Background: an optimization exercise with open tools, aiming at small area. Do not read the settings as production practice. Only simulation tests tie the RTL to the original design; equivalence was not proved. The clock port is modelled as an ideal driver, which makes a skipped or thinned clock tree look cheaper than it is; a real chip needs a root buffer or a tree. No activity file was given, so power comes from the tool's default toggle rates.

// seven_seg_disp
module seven_seg_disp #(
    parameter           I_CLK_FRQ = 24_000,
    parameter           REFRESH = 60,
    parameter           DIGITS = 4
) (
    input               i_clk,
    input               i_rst,
    input signed [10:0] i_data,
    input               i_en,
    output wire [3:0]   o_anodes,
    output wire [6:0]   o_segment
);
Settings: LEC_CHECK=0, CAP_MARGIN=20, CORE_MARGIN=2, CORE_UTILIZATION=40, SLEW_MARGIN=20; clock period 10.0 ns.
standard.sh (not shown) runs the stock make flow with config.mk's settings and CLKGATE_MAP_FILE= SYNTH_SCRIPT=/design/flow/synth_recipe.tcl, a recipe that flattens the netlist after the stock synthesis.
==> flow/flow/run.sh <==
#!/bin/bash
# Layout: the standard flow (standard.sh), synthesis included, with three changes:
#  - after synthesis the logic between the registers is re-mapped for area with OpenROAD's
#    restructure, and each cell is swapped for the smallest of its family (resynth.tcl),
#  - port buffers are sky130_fd_sc_hd__buf_1 cells,
#  - the clock tree is a few clock buffers driven by the clock port (cts_pre.tcl),
#    in place of TritonCTS's H-tree.
# make's output goes to flow_make.log here; ORFS's per-step logs are under orfs/logs.
set -euo pipefail
W=$PWD
bash standard.sh \
  "POST_FLOORPLAN_TCL=$W/flow/resynth.tcl" \
  "BUFFER_PORTS_ARGS=-buffer_cell sky130_fd_sc_hd__buf_1" \
  "PRE_CTS_TCL=$W/flow/cts_pre.tcl" \
  finish > "$W/flow_make.log" 2>&1
Other scripts of this flow, unchanged in this note and not shown: flow/flow/cts_pre.tcl, flow/flow/downsize.tcl, flow/flow/filter_lib.py, flow/flow/resynth.tcl
The starting point finished clean.
Change:
- GPL_TIMING_DRIVEN: not set -> 0
Outcome: The changed run produced a clean layout. Die area does not change. Final area is about the same. Final cell count is lower by 0.43%. Worst hold slack improves by 0.0099 ns. Total power is lower by 0.74%.
In every run of this note, the design's own scripts or RTL, not TritonCTS, make the clock network.

---

## north
Another version of the RTL of seven_seg_disp (not shown whole).
Size in the first run: ~160 cells after synthesis.
Settings: LEC_CHECK=0, CAP_MARGIN=20, CORE_MARGIN=2, CORE_UTILIZATION=40, SLEW_MARGIN=20; clock period 10.0 ns.
==> flow/flow/run.sh <==
#!/bin/bash
# Layout: the standard flow (standard.sh) with three changes:
#  - after synthesis every cell is swapped for the smallest of its family (downsize.tcl),
#  - port buffers are sky130_fd_sc_hd__buf_1 cells,
#  - the clock tree is a few clock buffers driven by the clock port (cts_pre.tcl),
#    in place of TritonCTS's H-tree.
# make's output goes to flow_make.log here; ORFS's per-step logs are under orfs/logs.
set -euo pipefail
W=$PWD
bash standard.sh \
  "PRE_FLOORPLAN_TCL=$W/flow/downsize.tcl" \
  "BUFFER_PORTS_ARGS=-buffer_cell sky130_fd_sc_hd__buf_1" \
  "PRE_CTS_TCL=$W/flow/cts_pre.tcl" \
  finish > "$W/flow_make.log" 2>&1
==> flow/flow/cts_pre.tcl <==
# Sourced by ORFS's cts.tcl before clock tree synthesis. Builds the clock tree by hand:
# the clock port drives NBUF buffers of type CELL, each driving the clock pins of one group
# of registers (grouped by x position, equal sizes). TritonCTS is then skipped; the rest of
# cts.tcl (legalization, timing repair) runs as usual.
set my_cts_cell sky130_fd_sc_hd__clkbuf_4
set my_cts_nbuf 3

proc my_cts {cell nbuf} {
  set block [ord::get_db_block]
  set clk [$block findNet i_clk]
  set sinks {}
  foreach it [$clk getITerms] {
    set b [[$it getInst] getBBox]
    lappend sinks [list $it [expr {([$b xMin]+[$b xMax])/2}] [expr {([$b yMin]+[$b yMax])/2}]]
  }
  set sinks [lsort -integer -index 1 $sinks]
  set n [llength $sinks]
  set master [[ord::get_db] findMaster $cell]
  for {set g 0} {$g < $nbuf} {incr g} {
    set lo [expr {$g * $n / $nbuf}]
    set hi [expr {($g + 1) * $n / $nbuf - 1}]
    set buf [odb::dbInst_create $block $master clkbuf_root_$g]
    set net [odb::dbNet_create $block clknet_root_$g]
    $net setSigType CLOCK
    set sx 0
    set sy 0
    foreach s [lrange $sinks $lo $hi] {
      lassign $s it x y
      $it disconnect
      $it connect $net
      incr sx $x
      incr sy $y
    }
    set k [expr {$hi - $lo + 1}]
    [$buf findITerm A] connect $clk
    [$buf findITerm X] connect $net
    $buf setLocation [expr {$sx / $k}] [expr {$sy / $k}]
    $buf setPlacementStatus PLACED
    puts "my_cts: $cell clkbuf_root_$g drives $k clock pins"
  }
}

my_cts $my_cts_cell $my_cts_nbuf
set_propagated_clock [all_clocks]

rename clock_tree_synthesis tritoncts_unused
proc clock_tree_synthesis {args} {
  puts "my_cts: clock tree built by cts_pre.tcl; clock_tree_synthesis skipped"
}
==> flow/flow/downsize.tcl <==
# Sourced by ORFS's floorplan.tcl (PRE_FLOORPLAN_TCL) right after the synthesized netlist is
# loaded. Swaps every cell for the smallest cell of the same family (same name up to the
# drive-strength suffix, so the same function and pins): synthesis sized cells for speed, and
# the clock period leaves ample slack. Registers keep their cell type; only drive strength can
# change. Later repair_design fixes any slew or capacitance violation this leaves.
proc downsize_all {} {
  set db [ord::get_db]
  set block [ord::get_db_block]
  set sizes {}
  foreach lib [$db getLibs] {
    foreach m [$lib getMasters] {
      set mn [$m getName]
      if {![regexp {^(sky130_fd_sc_hd__.+)_([0-9]+)$} $mn -> base drv]} continue
      if {[string match "*lpflow*" $mn] || [string match "*probe*" $mn]} continue
      dict lappend sizes $base $m
    }
  }
  set n 0
  foreach inst [$block getInsts] {
    set m [$inst getMaster]
    set mn [$m getName]
    if {![regexp {^(sky130_fd_sc_hd__.+)_([0-9]+)$} $mn -> base drv]} continue
    if {[string match "*tapvpwrvgnd*" $mn] || [string match "*clkbuf*" $mn]} continue
    if {![dict exists $sizes $base]} continue
    set best $m
    set besta [expr {[$m getWidth] * [$m getHeight]}]
    foreach c [dict get $sizes $base] {
      set a [expr {[$c getWidth] * [$c getHeight]}]
      if {$a < $besta} {
        set best $c
        set besta $a
      }
    }
    if {$best ne $m} {
      puts "downsize: [$inst getName] $mn -> [$best getName]"
      $inst swapMaster $best
      incr n
    }
  }
  puts "downsize: replaced $n cells"
}
downsize_all
#### Input delta (south over north)
diff --git a/flow/flow/run.sh b/flow/flow/run.sh
--- a/flow/flow/run.sh
+++ b/flow/flow/run.sh
@@ -2,2 +2,3 @@
-# Layout: the standard flow (standard.sh) with three changes:
-#  - after synthesis every cell is swapped for the smallest of its family (downsize.tcl),
+# Layout: the standard flow (standard.sh), synthesis included, with three changes:
+#  - after synthesis the logic between the registers is re-mapped for area with OpenROAD's
+#    restructure, and each cell is swapped for the smallest of its family (resynth.tcl),
@@ -11 +12 @@
-  "PRE_FLOORPLAN_TCL=$W/flow/downsize.tcl" \
+  "PRE_FLOORPLAN_TCL=$W/flow/resynth.tcl" \
==> flow/flow/resynth.tcl (new file) <==
# Sourced by ORFS's floorplan.tcl (PRE_FLOORPLAN_TCL) right after the synthesized netlist is
# loaded: re-maps the logic between the registers for area with OpenROAD's restructure (ABC),
# then swaps each cell for the smallest of its family (downsize.tcl). Registers are untouched.
set_dont_use $::env(DONT_USE_CELLS)
file mkdir $::env(OBJECTS_DIR)/rmp
set tielo [split $::env(TIELO_CELL_AND_PORT)]
set tiehi [split $::env(TIEHI_CELL_AND_PORT)]
report_design_area
log_cmd restructure -target area -liberty_file [lindex $::env(LIB_FILES) 0] \
  -tielo_port [lindex $tielo 0]/[lindex $tielo 1] \
  -tiehi_port [lindex $tiehi 0]/[lindex $tiehi 1] \
  -work_dir $::env(OBJECTS_DIR)/rmp -abc_logfile $::env(LOG_DIR)/2_0_restructure_abc.log
report_design_area
source [file join [file dirname [info script]] downsize.tcl]
report_design_area
--- outcome ---
| number of placement rows | lower: south |. For starting density of the core, south and north come out practically identical. In the flow results for north and south, the synthesized cell count is smaller on south. south did not finish; the tool stopped in floorplan with error EST-0104. Horizontal die dimension came out lower on south than on north. Row vertical extent of the die: south lower / north higher.
## Diff of input files: east against south
diff --git a/flow/flow/run.sh b/flow/flow/run.sh
--- a/flow/flow/run.sh
+++ b/flow/flow/run.sh
@@ -2,3 +2,2 @@
-# Layout: the standard flow (standard.sh), synthesis included, with three changes:
-#  - after synthesis the logic between the registers is re-mapped for area with OpenROAD's
-#    restructure, and each cell is swapped for the smallest of its family (resynth.tcl),
+# Layout: the standard flow (standard.sh) with three changes:
+#  - after synthesis every cell is swapped for the smallest of its family (downsize.tcl),
@@ -12 +11 @@
-  "PRE_FLOORPLAN_TCL=$W/flow/resynth.tcl" \
+  "PRE_FLOORPLAN_TCL=$W/flow/downsize.tcl" \
diff --git a/flow/flow/cts_pre.tcl b/flow/flow/cts_pre.tcl
--- a/flow/flow/cts_pre.tcl
+++ b/flow/flow/cts_pre.tcl
@@ -5 +5 @@
-set my_cts_cell sky130_fd_sc_hd__clkbuf_4
+set my_cts_cell sky130_fd_sc_hd__clkbuf_8
removed: flow/flow/resynth.tcl
Results
floorplan: south exited with error. The final layout from east, which completed every stage, passed the timing, DRC and antenna checks at the end of the flow. On initial core utilization, south and east are basically level. Delta (east minus south): number of cell rows increased about 5%; synthesized cell count increased about 0.6%; die extent in y increased about 4.5%; die outline width increased 4.5%.
Relative to east, the following input files were edited for west:
diff --git a/flow/flow/cts_pre.tcl b/flow/flow/cts_pre.tcl
--- a/flow/flow/cts_pre.tcl
+++ b/flow/flow/cts_pre.tcl
@@ -5,2 +5,2 @@
-set my_cts_cell sky130_fd_sc_hd__clkbuf_8
-set my_cts_nbuf 3
+set my_cts_cell sky130_fd_sc_hd__clkbuf_16
+set my_cts_nbuf 1
Findings:
west vs. east: worst hold slack after final layout went up by 8.9 ps. Re net count after synthesis: no difference whatsoever between east and west. Taking east as the reference, in west via count down 14; final cycle utilization of the critical path moved up.
In north, east and west the design's own scripts or RTL, not TritonCTS, make the clock network.

---

== job 3444 ==
The RTL this note starts from:
==> flow/design.v <==
module clockdiv #(
    parameter           I_CLK_FRQ = 100_000_000,
    parameter           FREQUENCY = 1  
) (
    input wire          i_rst,
    input wire          i_clk,
    output reg          o_clk
);
    localparam integer  divider = I_CLK_FRQ / FREQUENCY;
    localparam integer  width   = $clog2(divider);
    reg [width-1:0]     counter;
    always @( posedge i_clk ) begin
        if ( i_rst ) begin
            counter <= 0;
            o_clk <= 0;
        end else if ( counter == divider - 1 ) begin
            counter <= 0;
            o_clk <= 1;
        end else begin
            counter <= counter + 1;
            o_clk <= 0;
        end
    end
endmodule
module seven_seg_disp #(
    parameter           I_CLK_FRQ = 24_000,
    parameter           REFRESH = 60,
    parameter           DIGITS = 4
) (
    input               i_clk,
    input               i_rst,
    input signed [10:0] i_data,
    input               i_en,
    output wire [3:0]   o_anodes,
    output wire [6:0]   o_segment
);
    reg  [6:0]  cnt;
    wire        fire = cnt[6] & cnt[5] & cnt[2];
    always @(posedge i_clk)
        if (i_rst)      cnt <= 7'd0;
        else if (fire)  cnt <= 7'd1;
        else            cnt <= cnt + 7'd1;
    reg  [1:0]  pos;
    always @(posedge i_clk)
        if (i_rst)      pos <= 2'd3;
        else if (fire)  pos <= pos + 2'd1;
    assign o_anodes = ~(4'b0001 << pos);
    reg         s;
    reg  [12:0] P;
    reg         cv;      
    reg         z;       
    wire        ld   = i_rst | (fire & i_en);
    wire        win  = (cnt[6:4] == 3'd0) & (cnt[3] | (cnt[2] & cnt[1]));   
    wire        run  = cv & win;
    wire        e0   = run & cnt[3];                  
    wire        e1   = run & cnt[3] & cnt[2];         
    wire        e2   = run & (cnt[3:0] == 4'hf);      
    function [3:0] corr(input [3:0] d, input e);
        reg c;
        begin
            c = e & (d[3] | (d[2] & (d[1] | d[0])));
            corr[0] = d[0] ^ c;
            corr[1] = c ? ((d[1] & d[0]) | (d[3] & ~d[0])) : d[1];
            corr[2] = c ? (d[3] & d[0]) : d[2];
            corr[3] = d[3] | c;
        end
    endfunction
    wire [12:0] C = {P[12], corr(P[11:8], e2), corr(P[7:4], e1), corr(P[3:0], e0)};
    wire        fb = (P[12] ^ s) & z;
    always @(posedge i_clk) begin
        if (ld) begin
            P  <= {i_data[9:0], 3'b000};
            s  <= i_data[10] & ~i_rst;
            z  <= ~i_rst;
            cv <= 1'b1;
        end else begin
            if (fire) cv <= 1'b0;
            if (run)  P  <= {C[11:0], fb};
        end
    end
    wire [3:0]  d0 = P[3:0], d1 = P[7:4], d2 = P[11:8];
    wire        n0 = d0[3] & d0[0];
    wire        n1 = d1[3] & d1[0];
    reg  [3:0]  dsel;
    reg         cin;
    always @* begin
        case (pos)
            2'd3: begin dsel = d0; cin = s; end
            2'd0: begin dsel = d1; cin = s & n0; end
            2'd1: begin dsel = d2; cin = s & n0 & n1; end
            default: begin dsel = s ? 4'hf : {3'b000, P[12]}; cin = 1'b0; end
        endcase
    end
    wire [3:0]  dinc;
    assign dinc[0] = dsel[0] ^ cin;
    assign dinc[1] = dsel[1] ^ (cin & dsel[0] & ~dsel[3]);
    assign dinc[2] = dsel[2] ^ (cin & dsel[0] & dsel[1]);
    assign dinc[3] = cin ? ((dsel[3] & ~dsel[0]) | (dsel[2] & dsel[1] & dsel[0])) : dsel[3];
    reg  [3:0]  dig;
    always @(posedge i_clk)
        if (fire) dig <= dinc;
    reg  [6:0]  seg;
    always @* begin
        case (dig)
            4'd1:       seg = 7'b1111001;
            4'd2:       seg = 7'b0100100;
            4'd3:       seg = 7'b0110000;
            4'd4:       seg = 7'b0011001;
            4'd5:       seg = 7'b0010010;
            4'd6:       seg = 7'b0000010;
            4'd7:       seg = 7'b1111000;
            4'd8:       seg = 7'b0000000;
            4'd9:       seg = 7'b0011000;
            4'd0:       seg = 7'b1000000;
            default:    seg = 7'b0111111;
        endcase
    end
    assign o_segment = seg;
endmodule
Settings: LEC_CHECK=0, CAP_MARGIN=20, CORE_MARGIN=2, CORE_UTILIZATION=40, CTS_BUF_LIST=sky130_fd_sc_hd__clkbuf_8, CTS_CLUSTER_DIAMETER=200, CTS_CLUSTER_SIZE=40, SLEW_MARGIN=20; clock period 10.0 ns.
run.sh (not shown) runs the stock make flow with config.mk's settings and CLKGATE_MAP_FILE= SYNTH_SCRIPT=/design/flow/synth_recipe.tcl, a recipe that flattens the netlist after the stock synthesis.
Stock flow here: none of the scripts above is used.
The following lists how job 7602 was set up differently from job 3444:
==> flow/flow/run.sh (new file) <==
#!/bin/bash
# Layout: the standard flow (standard.sh) with two changes:
#  - port buffers are sky130_fd_sc_hd__buf_1 cells,
#  - the clock tree is a few clock buffers driven by the clock port (cts_pre.tcl),
#    in place of TritonCTS's H-tree.
# make's output goes to flow_make.log here; ORFS's per-step logs are under orfs/logs.
set -euo pipefail
W=$PWD
bash standard.sh \
  "BUFFER_PORTS_ARGS=-buffer_cell sky130_fd_sc_hd__buf_1" \
  "PRE_CTS_TCL=$W/flow/cts_pre.tcl" \
  finish > "$W/flow_make.log" 2>&1
==> flow/flow/cts_pre.tcl (new file) <==
# Sourced by ORFS's cts.tcl before clock tree synthesis. Builds the clock tree by hand:
# the clock port drives NBUF buffers of type CELL, each driving the clock pins of one group
# of registers (grouped by x position, equal sizes). TritonCTS is then skipped; the rest of
# cts.tcl (legalization, timing repair) runs as usual.
set my_cts_cell sky130_fd_sc_hd__clkbuf_8
set my_cts_nbuf 3

proc my_cts {cell nbuf} {
  set block [ord::get_db_block]
  set clk [$block findNet i_clk]
  set sinks {}
  foreach it [$clk getITerms] {
    set b [[$it getInst] getBBox]
    lappend sinks [list $it [expr {([$b xMin]+[$b xMax])/2}] [expr {([$b yMin]+[$b yMax])/2}]]
  }
  set sinks [lsort -integer -index 1 $sinks]
  set n [llength $sinks]
  set master [[ord::get_db] findMaster $cell]
  for {set g 0} {$g < $nbuf} {incr g} {
    set lo [expr {$g * $n / $nbuf}]
    set hi [expr {($g + 1) * $n / $nbuf - 1}]
    set buf [odb::dbInst_create $block $master clkbuf_root_$g]
    set net [odb::dbNet_create $block clknet_root_$g]
    $net setSigType CLOCK
    set sx 0
    set sy 0
    foreach s [lrange $sinks $lo $hi] {
      lassign $s it x y
      $it disconnect
      $it connect $net
      incr sx $x
      incr sy $y
    }
    set k [expr {$hi - $lo + 1}]
    [$buf findITerm A] connect $clk
    [$buf findITerm X] connect $net
    $buf setLocation [expr {$sx / $k}] [expr {$sy / $k}]
    $buf setPlacementStatus PLACED
    puts "my_cts: $cell clkbuf_root_$g drives $k clock pins"
  }
}

my_cts $my_cts_cell $my_cts_nbuf
set_propagated_clock [all_clocks]

rename clock_tree_synthesis tritoncts_unused
proc clock_tree_synthesis {args} {
  puts "my_cts: clock tree built by cts_pre.tcl; clock_tree_synthesis skipped"
}
==> flow/standard.sh (new file) <==
#!/bin/bash
# synth_recipe.tcl (not shown) runs the flow's synth.tcl, then flattens the netlist and writes it again
# the make line also repeats each setting of config.mk as NAME=value (left out here)
make -C /OpenROAD-flow-scripts/flow DESIGN_CONFIG=/design/flow/config.mk WORK_HOME=/design/flow/orfs CLKGATE_MAP_FILE= SYNTH_SCRIPT=/design/flow/synth_recipe.tcl "${@:-finish}"
--- a/flow/config.mk
+++ b/flow/config.mk
@@ -9,6 +9,3 @@
 export CORE_MARGIN = 2
 export CORE_UTILIZATION = 40
-export CTS_BUF_LIST = sky130_fd_sc_hd__clkbuf_8
-export CTS_CLUSTER_DIAMETER = 200
-export CTS_CLUSTER_SIZE = 40
 export SLEW_MARGIN = 20
removed: flow/run.sh
--- outcome ---
Comparing job 7602 with job 3444, the met1 usage in global routing came out essentially unchanged. Wire length went down slightly going from job 3444 to job 7602. Job 7602 against job 3444: met2 layer wire length in the routed design dropped about 5%; power fell by 0.000045 W; combinational group share of total power stayed essentially flat. Post-route worst setup slack delta for job 7602 relative to job 3444: 0.35 ns higher.
Inputs modified between job 7602 and job 7876:
==> flow/run.sh (new file) <==
#!/bin/bash
# synth_recipe.tcl (not shown) runs the flow's synth.tcl, then flattens the netlist and writes it again
# the make line also repeats each setting of config.mk as NAME=value (left out here)
make -C /OpenROAD-flow-scripts/flow DESIGN_CONFIG=/design/flow/config.mk WORK_HOME=/design/flow/orfs CLKGATE_MAP_FILE= SYNTH_SCRIPT=/design/flow/synth_recipe.tcl finish
removed: flow/flow/run.sh
removed: flow/flow/cts_pre.tcl
removed: flow/standard.sh
### Flow results
Going from job 7602 to job 7876, clock latency reported for the late side of the worst-skew pair moved up; least setup slack across all paths after layout moved down. Lower filler cell count was reported by job 7602, not job 7876. For the worst slew margin relative to its limit, job 7876 came in 1.5 points lower than job 7602 did. The higher final standard cell count with taps included and fillers excluded of job 7876 and job 7602 is in job 7876. Compared with job 7602, in job 7876 sequential cell fraction of total power shows a reduction of 10 points; length of the first detailed-routing pass in iterations shows an increase of 2; critical path data arrival time shows a reduction of 1.54 ns; via count shows an increase of 21; smallest hold slack shows no meaningful change. Cmp job 7876 vs job 7602: routed wire length higher in job 7876.
The clock cells of job 7602 come from the design's own scripts or RTL, not from TritonCTS.

==> port drivers added, routing unchanged <==
The flow's constraints put no driver on any port. The routed layouts listed below were extracted and timed again, unchanged, in two steps.
Step 1 assumes that a clkbuf_16 drives the clock port and a buf_2 every other input.
Step 2 adds t to the input delays and takes it off the output delays; t is the mean of the earliest and latest rising clock arrival at the registers after step 1. Input paths then give back, and output paths get back, about the clock's delay inside the block.
a / b / c = ideal ports / drivers / drivers and shift; a / b = the first two.
| run | t, ns | setup slack, ns | hold slack, ns |
|---|---|---|---|
| the first run of note 1 | 0.189 | 6.285 / 6.293 / 6.104 | 0.478 / 0.478 / 0.478 |
| the second run of note 1 | 0.188 | 6.094 / 6.101 / 5.914 | 0.488 / 0.488 / 0.488 |
| north | 0.187 | 6.558 / 6.526 / 6.605 | 0.491 / 0.491 / 0.491 |
| east | 0.167 | 6.595 / 6.554 / 6.600 | 0.484 / 0.484 / 0.484 |
| west | 0.190 | 6.556 / 6.526 / 6.595 | 0.493 / 0.493 / 0.493 |
| job 3444 | 0.312 | 6.308 / 6.281 / 6.136 | 0.444 / 0.444 / 0.444 |
| job 7602 | 0.185 | 6.661 / 6.684 / 6.499 | 0.445 / 0.445 / 0.445 |
| job 7876 | 0.312 | 6.308 / 6.281 / 6.136 | 0.444 / 0.444 / 0.444 |
After both steps setup and hold are still met in every run listed. The setup slack of the first run of note 1, which loses most, moves by +0.008 ns with the drivers and by -0.181 ns with both steps.
